This is an optimization exercise on Yosys and OpenROAD, whose aim is small area and a short achievable clock period, not a production implementation.
The RTL was checked by simulation tests, not by an equivalence proof against the original design.
Power and IR drop assume default switching activity.

==> flow/design.v <==
`timescale 1ns / 1ps
module fp_logarithm(in_val, clk, ln_output, rst);
input  [31:0] in_val;
input         clk, rst;
output [31:0] ln_output;
localparam [20:0] K8 = 21'h162E43;    
reg [28:0] cX;     
reg [1:0]  m10;    
wire [22:0] cM = {~cX[27:7], m10};
reg [7:0]  cE;
reg [3:0]  st;
reg [33:0] accr;    
reg [31:0] outr;
reg        a2d;
reg [2:0]  h;
reg        sel4, sel1, sel0, sel4n, sel1n, sel0n, xsub, lowf;
reg        one1, two1, neg1, one2, two2, neg2, holdr;
reg        one1n, two1n, neg1n, one2n, two2n, neg2n;
assign ln_output = outr;
always @(posedge clk) begin
  m10 <= in_val[1:0];
  cE <= in_val[30:23];
  st <= st + 4'd1;
end
wire e127c = (cE == 8'd127);
wire subc  = ~cE[7] & ~(&cE[6:0]);           
wire [6:0] ev = subc ? ~cE[6:0] : (cE[6:0] + 7'd1);
reg  [2:0] msbev;
always @* begin
  casez (ev)
    7'b1??????: msbev = 3'd6;
    7'b01?????: msbev = 3'd5;
    7'b001????: msbev = 3'd4;
    7'b0001???: msbev = 3'd3;
    7'b00001??: msbev = 3'd2;
    7'b000001?: msbev = 3'd1;
    default:    msbev = 3'd0;
  endcase
end
wire [6:0] evn   = ev << (3'd6 - msbev);
wire       ovfc  = (evn >= 7'd93);
reg e127, e255, sub, ovf;
reg [2:0] delta;
always @(posedge clk) begin
  e127  <= e127c;
  e255  <= (cE == 8'd255);
  sub   <= subc;
  ovf   <= ovfc;
  delta <= msbev + {2'b0, ovfc};
end
wire [3:0]  ns   = st + 4'd1;
wire ldPA = (ns == 4'd11);
wire ldPB = (ns == 4'd12);
always @(posedge clk) begin
  if (ldPA)      cX <= ovf ? {8'b0, K8} : {7'b0, K8, 1'b0};
  else if (ldPB) cX <= ovf ? {4'b0, K8, 4'b0} : {3'b0, K8, 5'b0};
  else           cX <= {1'b1, ~in_val[22:2], 7'b0};
end
wire [24:0] mext = {1'b0, cM, 1'b0};
wire [8:0]  eext = {1'b0, evn, 1'b0};
reg  [4:0]  win;
reg         hnext;
always @* begin
  win = 5'd0;
  hnext = 1'b0;
  case (ns)
    4'd0: win = mext[4:0];
    4'd1: begin win = mext[8:4];   hnext = e127 & (cM[22:3]  == 20'd0); end
    4'd2: begin win = mext[12:8];  hnext = e127 & (cM[22:7]  == 16'd0); end
    4'd3: begin win = mext[16:12]; hnext = e127 & (cM[22:11] == 12'd0); end
    4'd4: begin win = mext[20:16]; hnext = e127 & (cM[22:15] == 8'd0);  end
    4'd5: begin win = mext[24:20]; hnext = e127 & (cM[22:19] == 4'd0);  end
    4'd11: win = e127 ? 5'd0 : eext[4:0];
    4'd12: win = e127 ? 5'd0 : eext[8:4];
    default: win = 5'd0;
  endcase
  if (hnext) win = 5'd0;
end
always @(posedge clk) begin
  one1 <= win[1] ^ win[0];
  two1 <= (win[2] & ~win[1] & ~win[0]) | (~win[2] & win[1] & win[0]);
  neg1 <= win[2] & ~(win[1] & win[0]);
  one2 <= win[3] ^ win[2];
  two2 <= (win[4] & ~win[3] & ~win[2]) | (~win[4] & win[3] & win[2]);
  neg2 <= win[4] & ~(win[3] & win[2]);
  one1n <= ~(win[1] ^ win[0]);
  two1n <= ~((win[2] & ~win[1] & ~win[0]) | (~win[2] & win[1] & win[0]));
  neg1n <= ~(win[2] & ~(win[1] & win[0]));
  one2n <= ~(win[3] ^ win[2]);
  two2n <= ~((win[4] & ~win[3] & ~win[2]) | (~win[4] & win[3] & win[2]));
  neg2n <= ~(win[4] & ~(win[3] & win[2]));
  holdr <= hnext;
end
reg isQ, isPA, isPB, isS0, isOut;
always @(posedge clk) begin
  isQ   <= (ns <= 4'd5);
  isPA  <= (ns == 4'd11);
  isPB  <= (ns == 4'd12);
  isS0  <= (ns == 4'd0);
  isOut <= (ns == 4'd13);
end
wire c1 = isQ & ~m10[1];
wire [28:0] X = cX;
wire [33:0] lowm = isQ ? 34'h7F : (isPB ? 34'hF : 34'h0);
wire [29:0] c1v  = {22'd0, c1, 7'd0};
wire [29:0] one1v = {{15{~one1n}}, {15{one1}}};
wire [29:0] two1v = {{15{~two1n}}, {15{two1}}};
wire [29:0] neg1v = {{15{~neg1n}}, {15{neg1}}};
wire [29:0] one2v = {{15{~one2n}}, {15{one2}}};
wire [29:0] two2v = {{15{~two2n}}, {15{two2}}};
wire [29:0] neg2v = {{15{~neg2n}}, {15{neg2}}};
wire [29:0] base1 = (one1v & {1'b0, X}) | (two1v & ({X, 1'b0} | c1v));
wire [29:0] base2 = (one2v & {1'b0, X}) | (two2v & ({X, 1'b0} | c1v));
wire [33:0] r1 = {{4{~neg1n}}, base1 ^ (neg1v & ~lowm[29:0])};
wire [33:0] r2 = {{4{~neg2n}}, base2 ^ (neg2v & ~lowm[29:0])};
wire a1 = (one1 | two1) & (neg1 ^ c1);
wire a2 = (one2 | two2) & (neg2 ^ c1);
wire [33:0] ex_a1 = isQ ? ({33'd0, a1} << 7) : (isPB ? ({33'd0, a1} << 4) : {33'd0, a1});
wire [33:0] ex_a2 = isPB ? ({33'd0, a2d} << 2) : ({33'd0, a2d} << 5);
wire [33:0] r2s = {r2[31:0], 2'b00} | ex_a1 | ex_a2;
wire mask = isPA & ~e127;
wire [29:0] s4v = {{15{~sel4n}}, {15{sel4}}};
wire [29:0] s1v = {{15{~sel1n}}, {15{sel1}}};
wire [29:0] s0v = {{15{~sel0n}}, {15{sel0}}};
wire [29:0] acc = (s4v & accr[33:4]) | (s1v & accr[30:1]) | (s0v & accr[29:0]);
wire [29:0] acc_in = {acc[29:4] ^ {26{xsub}}, lowf ? {4{sub}} : acc[3:0]};
wire cin = mask & sub;
wire [33:0] opa = {{4{acc_in[29]}}, acc_in};
wire [33:0] csa_s = opa ^ r1 ^ r2s;
wire [33:0] csa_c = {(opa[32:0] & r1[32:0]) | (opa[32:0] & r2s[32:0]) | (r1[32:0] & r2s[32:0]), cin};
wire [33:0] sum = csa_s + csa_c;
reg [1:0] shn, shr;
reg e127al;
always @* begin
  shn = 2'd0;
  if (ns <= 4'd5) shn = hnext ? 2'd0 : 2'd2;
  else if (~e127) case (ns)
    4'd6:  shn = delta[2] ? 2'd2 : 2'd0;
    4'd7, 4'd8: shn = delta[1] ? 2'd1 : 2'd0;
    4'd9:  shn = delta[0] ? 2'd1 : 2'd0;
    4'd12: shn = 2'd2;
    default: shn = 2'd0;
  endcase
end
always @(posedge clk) begin
  shr    <= shn;
  e127al <= e127 & (ns >= 4'd7) & (ns <= 4'd10);
end
wire ge24 = |acc[29:24];
wire [1:0] shs = e127al ? {1'b0, ge24} : shr;
always @(posedge clk) begin
  accr <= sum;
  sel4 <= (shs == 2'd2) & (ns != 4'd0);
  sel1 <= (shs == 2'd1) & (ns != 4'd0);
  sel0 <= (shs == 2'd0) & (ns != 4'd0);
  sel4n <= ~((shs == 2'd2) & (ns != 4'd0));
  sel1n <= ~((shs == 2'd1) & (ns != 4'd0));
  sel0n <= ~((shs == 2'd0) & (ns != 4'd0));
  xsub <= (ns == 4'd11) & ~e127 & sub;
  lowf <= (ns == 4'd11) & ~e127;
  a2d <= ((isQ & ~holdr) | isPA) ? a2 : 1'b0;
  if (isS0) h <= 3'd0;
  else if (e127al & ge24) h <= h + 3'd1;
end
wire [24:0] xv = acc[24:0];
reg  [22:0] field;
reg  [1:0]  pofs;  
always @* begin
  if (xv[24])      begin field = xv[23:1];                  pofs = 2'd3; end
  else if (xv[23]) begin field = {xv[22:1], 1'b0};          pofs = 2'd2; end
  else if (xv[22]) begin field = {xv[21:1], 2'b00};         pofs = 2'd1; end
  else             begin field = {xv[20:1], 3'b000};        pofs = 2'd0; end
end
wire [2:0] z = {2'b0, cM[22:3] == 20'd0} + {2'b0, cM[22:7] == 16'd0} + {2'b0, cM[22:11] == 12'd0}
             + {2'b0, cM[22:15] == 8'd0} + {2'b0, cM[22:19] == 4'd0};
wire [7:0] expo = e127 ? (8'd120 - {3'b0, z, 2'b00} + {5'b0, h} + {6'b0, pofs})
                       : (8'd124 + {5'b0, delta} + {6'b0, pofs});
always @(posedge clk) begin
  if (isOut) begin
    if (e255)                    outr <= 32'hcf317216;
    else if (e127 && cM == 23'd0) outr <= 32'h00800000;
    else                         outr <= {sub, expo, field};
  end
end
endmodule
clock: 16.0 ns
lec_check: 0
abc_area: 1
cap_margin: 50
core_margin: 2
core_utilization: 65
slew_margin: 85
standard.sh (not shown) runs the stock make flow with config.mk's settings and CLKGATE_MAP_FILE= SYNTH_SCRIPT=/design/flow/synth_recipe.tcl, a recipe that flattens the netlist after the stock synthesis.
==> flow/flow/run.sh <==
#!/bin/bash
set -e
ls -la > files.log 2>&1
cp standard.sh standard_sh.copy.log 2>/dev/null || true
export BUFFER_PORTS_ARGS="-buffer_cell sky130_fd_sc_hd__buf_2"
bash standard.sh > standard.log 2>&1
The baseline finished clean.
Then changed:
==> flow/flow/run.sh (replaced) <==
#!/bin/bash
set -e
export BUFFER_PORTS_ARGS="-buffer_cell sky130_fd_sc_hd__buf_2"
export CTS_ARGS="-sink_clustering_enable -repair_clock_nets -buf_list sky130_fd_sc_hd__clkbuf_16 -dont_use_dummy_load"
bash standard.sh > standard.log 2>&1
Settings changed: CAP_MARGIN 50 to 20, SLEW_MARGIN 85 to 20.
The changed run passed the timing, design-rule and antenna checks.
Global-route usage falls by 5.9 points.
Final area falls by about a fifth.
Worst setup slack gains 1.1 ns.
Routed wire length falls by a quarter to a third.
Then changed:
==> flow/flow/run.sh (replaced) <==
#!/bin/bash
set -e
ls -la > files.log 2>&1
cp standard.sh standard_sh.copy.log 2>/dev/null || true
export BUFFER_PORTS_ARGS="-buffer_cell sky130_fd_sc_hd__buf_2"
bash standard.sh > standard.log 2>&1
Settings changed: CTS_BUF_LIST from default to sky130_fd_sc_hd__clkbuf_8, CTS_CLUSTER_SIZE from default to 16.
Clock-buffer cell count is unchanged.
First-iteration DRC count climbs by a few percent.
Clock skew drops by 0.0043 ns.
Power climbs by a few percent.
Hold slack barely changes.
Core utilization climbs by 0.38 points.
Cell count climbs slightly.
Synthesized cell count does not change.
Worst setup slack gets better by 0.0078 ns.
Combinational power is about the same.
Then changed:
Settings changed: CTS_BUF_LIST sky130_fd_sc_hd__clkbuf_8 to default, CTS_CLUSTER_SIZE 16 to default.
Result: Synthesized cell count stays the same; worst setup slack gets better by 0.015 ns; sequential power hardly moves; total power grows by 6.5%; core utilization is higher by 1.1 points; via count stays flat; sequential share of layout area came out lower by 0.43 points; design area rose by about 1.6%; non-clock buffer count is unchanged; clock power increases by 25%.

static timing again, ports no longer ideal:
The results above use ideal ports. As a check the final layouts listed here were re-extracted and re-timed, cells and wires unchanged. Step 1 assumes that a clkbuf_16 drives the clock port and a buf_2 every other input. Step 2, shift: input delay + t, output delay - t, t = (earliest + latest rising clock arrival at the registers) / 2. This alone moves slack from input paths to output paths. Slacks: ideal / step 1 / step 2; pairs: ideal / step 1.
run	t, ns	setup WS [ns]	hold slack, ns
the first run	0.492	10.655 / 10.655 / 10.655	0.482 / 0.482 / 0.482
the second run	0.466	11.735 / 11.735 / 11.735	0.481 / 0.481 / 0.481
the third run	0.518	11.743 / 11.743 / 11.743	0.479 / 0.479 / 0.479
the fourth run	0.476	11.758 / 11.758 / 11.758	0.477 / 0.477 / 0.477
After both steps setup and hold are still met in every run listed.
